This design comes from an exercise in tuning for small area on the open sky130 flow, not from production work. The RTL was checked by simulation tests, not by an equivalence proof against the original design. Power figures rest on the tool's default switching activity, not on a simulated workload.

==> run C <==
## Median_Finder_9inputs_8bits
module Median_Finder_9inputs_8bits(
    output wire [7:0] median_pixel,
    output wire       out_valid,
    input  wire [7:0] pixel0, pixel1, pixel2,
    input  wire [7:0] pixel3, pixel4, pixel5,
    input  wire [7:0] pixel6, pixel7, pixel8,
    input  wire       in_valid,
    input  wire       rst,
    input  wire       clk
);
    reg [3:0] valid_q;
    always @(posedge clk) begin
        if (rst) valid_q <= 4'b0;
        else     valid_q <= {valid_q[2:0], in_valid};
    end
    assign out_valid = valid_q[3];
    wire [7:0] x0_0 = pixel0, x0_1 = pixel1, x0_2 = pixel2;
    wire [7:0] x0_3 = pixel3, x0_4 = pixel4, x0_5 = pixel5;
    wire [7:0] x0_6 = pixel6, x0_7 = pixel7, x0_8 = pixel8;
    wire [7:0] m;    
    wire e7_0 = x0_0[7];
    wire e7_1 = x0_1[7];
    wire e7_2 = x0_2[7];
    wire e7_3 = x0_3[7];
    wire e7_4 = x0_4[7];
    wire e7_5 = x0_5[7];
    wire e7_6 = x0_6[7];
    wire e7_7 = x0_7[7];
    wire e7_8 = x0_8[7];
    assign m[7] = maj9({e7_8, e7_7, e7_6, e7_5, e7_4, e7_3, e7_2, e7_1, e7_0});
    wire g7_0 = 1'b0, l7_0 = 1'b0;
    wire g7_1 = 1'b0, l7_1 = 1'b0;
    wire g7_2 = 1'b0, l7_2 = 1'b0;
    wire g7_3 = 1'b0, l7_3 = 1'b0;
    wire g7_4 = 1'b0, l7_4 = 1'b0;
    wire g7_5 = 1'b0, l7_5 = 1'b0;
    wire g7_6 = 1'b0, l7_6 = 1'b0;
  ...
export LEC_CHECK = 0
export ABC_AREA = 1
export CAP_MARGIN = 20
export CORE_MARGIN = 2
export CORE_UTILIZATION = 40
export SLEW_MARGIN = 20
create_clock -name core_clock -period 2.5 [get_ports {clk}]
standard.sh (not shown) runs the stock make flow with config.mk's settings and CLKGATE_MAP_FILE= SYNTH_SCRIPT=/design/flow/synth_recipe.tcl, a recipe that flattens the netlist after the stock synthesis.
==> flow/flow/run.sh <==
#!/bin/bash
# Own layout flow: the standard flow, with two changes:
#  - synthesis maps the logic with the ABC script in flow/abc.script (an
#    area-oriented mapping) instead of ORFS's; the rest of the standard
#    synthesis (synth_recipe.tcl) is unchanged, so registers keep their names;
#  - port buffers are plain buffers (flow/ports.txt names the cell) instead
#    of the default delay cell.
# Each tool's output goes to a log file in the folder this runs in.
set -euo pipefail
W=$PWD
F=$W/flow
sed 's|log_cmd abc {\*}\$abc_args|log_cmd abc {*}[lreplace $abc_args 1 1 '"$F"'/abc.script]|' \
    "$FLOW_HOME/scripts/synth.tcl" > "$W/own_synth_core.tcl"
grep -q "$F/abc.script" "$W/own_synth_core.tcl"
sed "s|source \$::env(SCRIPTS_DIR)/synth.tcl|source $W/own_synth_core.tcl|" \
    "$W/synth_recipe.tcl" > "$W/own_synth.tcl"
grep -q "own_synth_core.tcl" "$W/own_synth.tcl"
bash "$W/standard.sh" "SYNTH_SCRIPT=$W/own_synth.tcl" synth > "$W/own_synth.log" 2>&1
EXTRA=()
while read -r line; do
    [[ -z "$line" || "$line" == \#* ]] || EXTRA+=("$line")
done < "$F/make_vars.txt"
bash "$W/standard.sh" "${EXTRA[@]}" finish > "$W/own_layout.log" 2>&1
==> flow/flow/abc.script <==
strash
dch
amap
topo
stime -c
==> flow/flow/make_vars.txt <==
# extra make variables for the layout, one per line
BUFFER_PORTS_ARGS=-buffer_cell sky130_fd_sc_hd__buf_2
==> run Y (differences from run C) <==
--- a/flow/design.v
+++ b/flow/design.v
@@ -6,16 +6,16 @@
     input  wire [7:0] pixel6, pixel7, pixel8,
     input  wire       in_valid,
     input  wire       rst,
     input  wire       clk
 );
-    reg [3:0] valid_q;
+    reg [2:0] valid_q;
     always @(posedge clk) begin
-        if (rst) valid_q <= 4'b0;
-        else     valid_q <= {valid_q[2:0], in_valid};
+        if (rst) valid_q <= 3'b0;
+        else     valid_q <= {valid_q[1:0], in_valid};
     end
-    assign out_valid = valid_q[3];
+    assign out_valid = valid_q[2];
     wire [7:0] x0_0 = pixel0, x0_1 = pixel1, x0_2 = pixel2;
     wire [7:0] x0_3 = pixel3, x0_4 = pixel4, x0_5 = pixel5;
     wire [7:0] x0_6 = pixel6, x0_7 = pixel7, x0_8 = pixel8;
     wire [7:0] m;    
     wire e7_0 = x0_0[7];
@@ -426,15 +426,11 @@
     wire lf3_6 = l0_6 | (~e0_6 & m[0]);
     wire gf3_7 = g0_7 | (e0_7 & ~m[0]);
     wire lf3_7 = l0_7 | (~e0_7 & m[0]);
     wire gf3_8 = g0_8 | (e0_8 & ~m[0]);
     wire lf3_8 = l0_8 | (~e0_8 & m[0]);
-    reg [7:0] mr3;
-    always @(posedge clk) begin
-        mr3 <= {mr2, m[1:0]};
-    end
-    assign median_pixel = mr3;
+    assign median_pixel = {mr2, m[1:0]};
     function maj9(input [8:0] v);
         begin
             maj9 = maj3((&v[2:0]) | (&v[5:3]) | (&v[8:6]),
                         (|v[2:0]) & (|v[5:3]) & (|v[8:6]),
                         maj3(maj3(v[0], v[1], v[2]), maj3(v[3], v[4], v[5]),
==> flow/flow/abc.script (replaced) <==
strash
dch
map -B 0.9
topo
stime -c
buffer -c
upsize -c
dnsize -c
==> run M (differences from run C) <==
--- a/flow/design.v
+++ b/flow/design.v
@@ -6,16 +6,16 @@
     input  wire [7:0] pixel6, pixel7, pixel8,
     input  wire       in_valid,
     input  wire       rst,
     input  wire       clk
 );
-    reg [3:0] valid_q;
+    reg [2:0] valid_q;
     always @(posedge clk) begin
-        if (rst) valid_q <= 4'b0;
-        else     valid_q <= {valid_q[2:0], in_valid};
+        if (rst) valid_q <= 3'b0;
+        else     valid_q <= {valid_q[1:0], in_valid};
     end
-    assign out_valid = valid_q[3];
+    assign out_valid = valid_q[2];
     wire [7:0] x0_0 = pixel0, x0_1 = pixel1, x0_2 = pixel2;
     wire [7:0] x0_3 = pixel3, x0_4 = pixel4, x0_5 = pixel5;
     wire [7:0] x0_6 = pixel6, x0_7 = pixel7, x0_8 = pixel8;
     wire [7:0] m;    
     wire e7_0 = x0_0[7];
@@ -426,15 +426,11 @@
     wire lf3_6 = l0_6 | (~e0_6 & m[0]);
     wire gf3_7 = g0_7 | (e0_7 & ~m[0]);
     wire lf3_7 = l0_7 | (~e0_7 & m[0]);
     wire gf3_8 = g0_8 | (e0_8 & ~m[0]);
     wire lf3_8 = l0_8 | (~e0_8 & m[0]);
-    reg [7:0] mr3;
-    always @(posedge clk) begin
-        mr3 <= {mr2, m[1:0]};
-    end
-    assign median_pixel = mr3;
+    assign median_pixel = {mr2, m[1:0]};
     function maj9(input [8:0] v);
         begin
             maj9 = maj3((&v[2:0]) | (&v[5:3]) | (&v[8:6]),
                         (|v[2:0]) & (|v[5:3]) & (|v[8:6]),
                         maj3(maj3(v[0], v[1], v[2]), maj3(v[3], v[4], v[5]),
==> flow/flow/abc.script (replaced) <==
strash
dch
map -D 2000
topo
stime -c
buffer -c
upsize -D 2000 -c
dnsize -D 2000 -c
CTS_BUF_LIST = sky130_fd_sc_hd__clkbuf_8   (was not set)
GPL_TIMING_DRIVEN = 0   (was not set)
==> flow_metrics.env <==
export IMPL_status="timing/DRC/antenna clean"
export IMPL_fp_dieH_um=124
export IMPL_r2r_cells=15
export IMPL_clockPowerShare=0.177
export IMPL_seq_cells=123
export IMPL_yosysSeqAreaShare=0.426
export IMPL_taps=180
That was run M.
==> flow_metrics.env <==
export IMPL_fp_dieH_um=123
export IMPL_status="complete, but fails checks"
export IMPL_seq_cells=132
export IMPL_violations="negative setup slack"
export IMPL_yosysSeqAreaShare=0.470
export IMPL_worst_slack_ns=-0.0746
export IMPL_setup_violations=50
export IMPL_taps=180
That was run C.
==> flow_metrics.env <==
export IMPL_fin_cells=1535
export IMPL_clockPowerShare=0.188
export IMPL_synth_cells=1191
export IMPL_status="timing/DRC/antenna clean"
export IMPL_fp_dieH_um=138
export IMPL_seq_cells=123
export IMPL_yosysSeqAreaShare=0.342
That was run Y.

==> exp/ember <==
Median_Finder_9inputs_8bits, a different RTL version from the one above (not shown whole).
==> flow/config.mk <==
export PLATFORM = sky130hd
export DESIGN_NAME = Median_Finder_9inputs_8bits
export DESIGN_NICKNAME = Median_Finder_9inputs_8bits
export VERILOG_FILES = /design/flow/design.v
export SDC_FILE = /design/flow/constraint.sdc
export NUM_CORES = 4
export LEC_CHECK = 0
export ABC_AREA = 1
export CAP_MARGIN = 20
export CORE_MARGIN = 2
export CORE_UTILIZATION = 40
export CTS_BUF_LIST = sky130_fd_sc_hd__clkbuf_8
export GPL_TIMING_DRIVEN = 0
export SLEW_MARGIN = 20
==> flow/constraint.sdc <==
create_clock -name core_clock -period 2.5 [get_ports {clk}]
set_input_delay 0.5000 -clock core_clock [delete_from_list [all_inputs] [get_ports {clk}]]
set_output_delay 0.5000 -clock core_clock [all_outputs]
set_load 0.01 [all_outputs]
==> flow/flow/abc.script <==
strash
dch
map -D 2000
topo
stime -c
buffer -c
upsize -D 2000 -c
dnsize -D 2000 -c
==> flow/flow/make_vars.txt <==
# extra make variables for the layout, one per line
BUFFER_PORTS_ARGS=-buffer_cell sky130_fd_sc_hd__buf_1
CTS_ARGS=-sink_clustering_enable -repair_clock_nets -buf_list {sky130_fd_sc_hd__clkbuf_4 sky130_fd_sc_hd__clkbuf_8} -dont_use_dummy_load -sink_clustering_size 10
Scripts as last shown in full above: flow/flow/run.sh
==> exp/harbor: changes against exp/ember <==
==> flow/flow/make_vars.txt (replaced) <==
# extra make variables for the layout, one per line
BUFFER_PORTS_ARGS=-buffer_cell sky130_fd_sc_hd__buf_2
--- a/flow/config.mk
+++ b/flow/config.mk
@@ -10,5 +10,3 @@
 export CORE_MARGIN = 2
 export CORE_UTILIZATION = 40
-export CTS_BUF_LIST = sky130_fd_sc_hd__clkbuf_8
-export GPL_TIMING_DRIVEN = 0
 export SLEW_MARGIN = 20
==> qor summary <==
Pre-CTS worst setup slack: exp/harbor -0.102 ns; exp/ember -0.655 ns
Seq pwr share: exp/harbor 31.3%; exp/ember 35.2%
Start point of the worst min-delay path: exp/harbor pixel3[2]; exp/ember pixel3[5]
Global-route wire length before repair: exp/harbor 24400 µm; exp/ember 24100 µm
Wire length reported by the detailed router: exp/harbor 15000 µm; exp/ember 14800 µm
Multi-input gate share of total cell area: exp/harbor 34.6%; exp/ember 40.5%
Router iterations before antenna repair: exp/harbor 5; exp/ember 8
Area of combinational cells with multiple inputs: exp/harbor 0.00253 mm²; exp/ember 0.00266 mm²
Post-layout worst setup margin: exp/harbor 0.142 ns; exp/ember 0.113 ns
Reported net switching power: exp/harbor 4.41 mW; exp/ember 4.30 mW
Proportion of layout cells with a drive suffix above 1: exp/harbor 21.4%; exp/ember 8.44%
Outcome: exp/harbor complete, no violations; exp/ember complete, no violations
CP Launch Type: exp/harbor flip-flop; exp/ember input port
Static power due to leakage: exp/harbor 3.38 nW; exp/ember 2.76 nW
Fraction of area in registers: exp/harbor 36.2%; exp/ember 40.1%

## separate check: timing with driven ports
How much do the figures lean on ideal ports? The routed layouts below were timed once more, with nothing changed but the port constraints.
Step 1: set_driving_cell puts a clkbuf_16 on clk and a buf_2 on each other input, an assumption about the parent block.
Step 2 adds t to the input delays and takes it off the output delays; t is the mean of the earliest and latest rising clock arrival at the registers after step 1. Input paths then give back, and output paths get back, about the clock's delay inside the block.
Slacks: ideal / step 1 / step 2; pairs: ideal / step 1.
run | t (ns) | setup WS [ns] | worst register clock-pin slew, ns | worst data-port slew with drivers (ns)
run C | 0.454 | -0.075 / -0.075 / -0.459 | 0.06 / 0.06 | 0.05
run Y | 0.454 | 0.164 / 0.119 / -0.057 | 0.06 / 0.06 | 0.03
run M | 0.461 | 0.156 / 0.121 / -0.232 | 0.08 / 0.08 | 0.04
exp/ember | 0.457 | 0.113 / 0.125 / -0.332 | 0.08 / 0.08 | 0.04
exp/harbor | 0.454 | 0.142 / 0.142 / -0.129 | 0.06 / 0.06 | 0.05
With both steps, setup timing fails in run Y, run M, exp/ember and exp/harbor, where it was met with ideal ports. For exp/ember, which loses most, drivers alone change the setup slack by +0.012 ns; drivers and shift together by -0.445 ns.
